Source: an optimization exercise on an open RTL-to-GDS flow (aim: small area, a short achievable clock period and few clock cycles per item). Production flows keep margins and buffers that such runs may drop.
Power and IR drop assume default switching activity.

## the baseline
==> flow/design.v <==
module non_restoring_div #(parameter N = 16) (
    input  logic clk, rst_n, start,
    input  logic [N-1:0] dividend, divisor,
    output logic [N-1:0] quotient, remainder,
    output logic ready
);
    localparam W = $clog2(N);
    function automatic logic [W:0] blen(input logic [N-1:0] x);
        blen = '0;
        for (int i = 0; i < N; i++)
            if (x[i]) blen = i + 1;
    endfunction
    logic [N-1:0] r, d, q;
    logic [W-1:0] cnt;
    logic         busy;
    logic [W:0]   la, ld;
    logic [W+1:0] s;
    logic         accept;
    logic [N-1:0] dsh;
    logic [N:0]   diff;
    assign la     = blen(dividend);
    assign ld     = blen(divisor);
    assign s      = {1'b0, la} - {1'b0, ld};
    assign accept = start && !busy && divisor != '0;
    assign dsh    = d << cnt;
    assign diff   = {1'b0, r} - {1'b0, dsh};
    always_ff @(posedge clk or negedge rst_n) begin
        if (!rst_n) begin
            busy  <= 1'b0;
            ready <= 1'b0;
        end else if (accept) begin
            busy  <= !s[W+1];
            ready <= s[W+1];
        end else begin
            busy  <= busy && cnt != '0;
            ready <= busy && cnt == '0;
        end
    end
    always_ff @(posedge clk) begin
        if (accept) begin
            r   <= dividend;
            d   <= divisor;
            q   <= '0;
            cnt <= s[W-1:0];
        end else if (busy) begin
            if (!diff[N]) r <= diff[N-1:0];
            q   <= {q[N-2:0], !diff[N]};
            cnt <= cnt - 1'b1;
        end
    end
    assign quotient  = q;
    assign remainder = r;
endmodule
clock: 5.0 ns
lec_check: 0
cap_margin: 20
core_margin: 2
core_utilization: 40
slew_margin: 20
run.sh (not shown) runs the stock make flow with config.mk's settings and CLKGATE_MAP_FILE= SYNTH_SCRIPT=/design/flow/synth_recipe.tcl, a recipe that flattens the netlist after the stock synthesis.
Inputs modified between the baseline and the candidate:
Settings: ABC_CLOCK_PERIOD_IN_PS now 2800, previously not set; SETUP_SLACK_MARGIN now 2.2, previously not set.
==> results.txt <==
- As far as area occupied by registers goes, the baseline and the candidate are indistinguishable; the numbers are identical.
- Row average routed wire per standard cell: the candidate higher / the baseline lower
- Against the baseline, global-route wire length before repair in the candidate rose by more than 10%.
- Aggregate routed wire length, the candidate and the baseline: smaller value in the baseline
- In the candidate the cell area after layout turned out about 20% higher than in the baseline.
- Combined global-route utilization of all metal layers, the candidate and the baseline, higher one = the candidate.
Function was not checked in any run of this note: the RTL went through the layout flow alone.

* * *

Setup of build 49:
Another version of the RTL of non_restoring_div (not shown whole).
For scale: about 600 cells after synthesis, about 59 flip-flops, about 68 I/O pins.
// non_restoring_div
module non_restoring_div #(parameter N = 16) (
    input  logic clk, rst_n, start,
    input  logic [N-1:0] dividend, divisor,
    output logic [N-1:0] quotient, remainder,
    output logic ready
);
clock: 5.0 ns
lec_check: 0
abc_area: 1
cap_margin: 20
core_margin: 2
core_utilization: 40
place_density: 0.85
setup_slack_margin: 2.7
slew_margin: 20
standard.sh (not shown) runs the stock make flow with config.mk's settings and CLKGATE_MAP_FILE= SYNTH_SCRIPT=/design/flow/synth_recipe.tcl, a recipe that flattens the netlist after the stock synthesis.
==> flow/flow/run.sh <==
#!/bin/bash
set -euo pipefail
export BUFFER_PORTS_ARGS="-buffer_cell sky130_fd_sc_hd__buf_1"
bash standard.sh ADDER_MAP_FILE= finish > flow.log 2>&1
Inputs modified between build 49 and build 57:
diff --git a/flow/config.mk b/flow/config.mk
--- a/flow/config.mk
+++ b/flow/config.mk
@@ -12,2 +12,2 @@
-export PLACE_DENSITY = 0.85
-export SETUP_SLACK_MARGIN = 2.7
+export PLACE_DENSITY = 0.75
+export SETUP_SLACK_MARGIN = 2.8
--- outcome ---
Between build 57 and build 49, wire length of the first global-routing pass is higher for build 57, build 49 comes in under that. The final reports for build 57 and build 49 show total power higher in the former. Against build 49 as the reference, build 57 delivers a higher combinational share of power.
No functional check of the RTL was part of any run of this note.

* * *

trial 68:
non_restoring_div, a different RTL version from the one above (not shown whole).
Size: roughly 570 cells after synthesis, ~55 flip-flops, roughly 68 I/O pins, ~0.0037 mm2 of cells after synthesis.
Design non_restoring_div, start of the top module:
module non_restoring_div #(parameter N = 16) (
    input  logic clk, rst_n, start,
    input  logic [N-1:0] dividend, divisor,
    output logic [N-1:0] quotient, remainder,
    output logic ready
);
clock: 5.0 ns
lec_check: 0
abc_area: 1
cap_margin: 20
core_margin: 2
core_utilization: 50
place_density: 0.85
setup_slack_margin: 2.6
slew_margin: 20
Scripts as last shown in full above: flow/flow/run.sh
The flow did not stop early for trial 68: all stages ran, and the layout cleared the timing, DRC and antenna checks.
--- input diff trial 68..trial 1 ---
--- a/flow/config.mk
+++ b/flow/config.mk
@@ -12,3 +12,3 @@
 export PLACE_DENSITY = 0.85
-export SETUP_SLACK_MARGIN = 2.6
+export SETUP_SLACK_MARGIN = 2.7
 export SLEW_MARGIN = 20
Results
Critical path depth: higher on trial 68. Trial 68 → trial 1: detailed-route vias per instance +0.79%, cell area after layout +34 um2, proportion of power drawn by the clock network ~0 delta, arrival time of data at the critical path endpoint -260 ps. Taking trial 68 as the reference, in trial 1 number of non-clock inverters held steady; combinational share of power grew by 0.2 points.
No run of this note included a check of the RTL's function; only the layout flow was run.

[afterwards: timing with drivers on the ports]
The results above use ideal ports. As a check the final layouts listed here were re-extracted and re-timed, cells and wires unchanged.
Step 1: set_driving_cell puts a clkbuf_16 on clk and a buf_2 on each other input, an assumption about the parent block.
Step 2 also shifts input and output timing later by t, the mid clock arrival at the registers, as if the neighbouring blocks saw the same clock.
Three values: no drivers, after step 1, after step 2; two values: the first two.
run | t (ns) | setup slack, ns | clock arrival spread, ns | worst data-port slew with drivers (ns) | pins driven straight from the clock port
the baseline | 0.338 | 1.038 / 1.038 / 1.038 | 0.006 / 0.006 | 0.04 | 1
the candidate | 0.344 | 2.020 / 2.020 / 1.809 | 0.009 / 0.009 | 0.06 | 1
build 49 | 0.369 | 2.788 / 2.797 / 2.428 | 0.011 / 0.011 | 0.04 | 1
build 57 | 0.385 | 2.895 / 2.895 / 2.538 | 0.009 / 0.009 | 0.04 | 1
trial 68 | 0.340 | 2.740 / 2.744 / 2.404 | 0.008 / 0.008 | 0.05 | 1
trial 1 | 0.337 | 2.787 / 2.787 / 2.467 | 0.009 / 0.009 | 0.05 | 1
After both steps setup and hold are still met in every run listed. For build 49, which loses most, drivers alone change the setup slack by +0.009 ns; drivers and shift together by -0.360 ns.
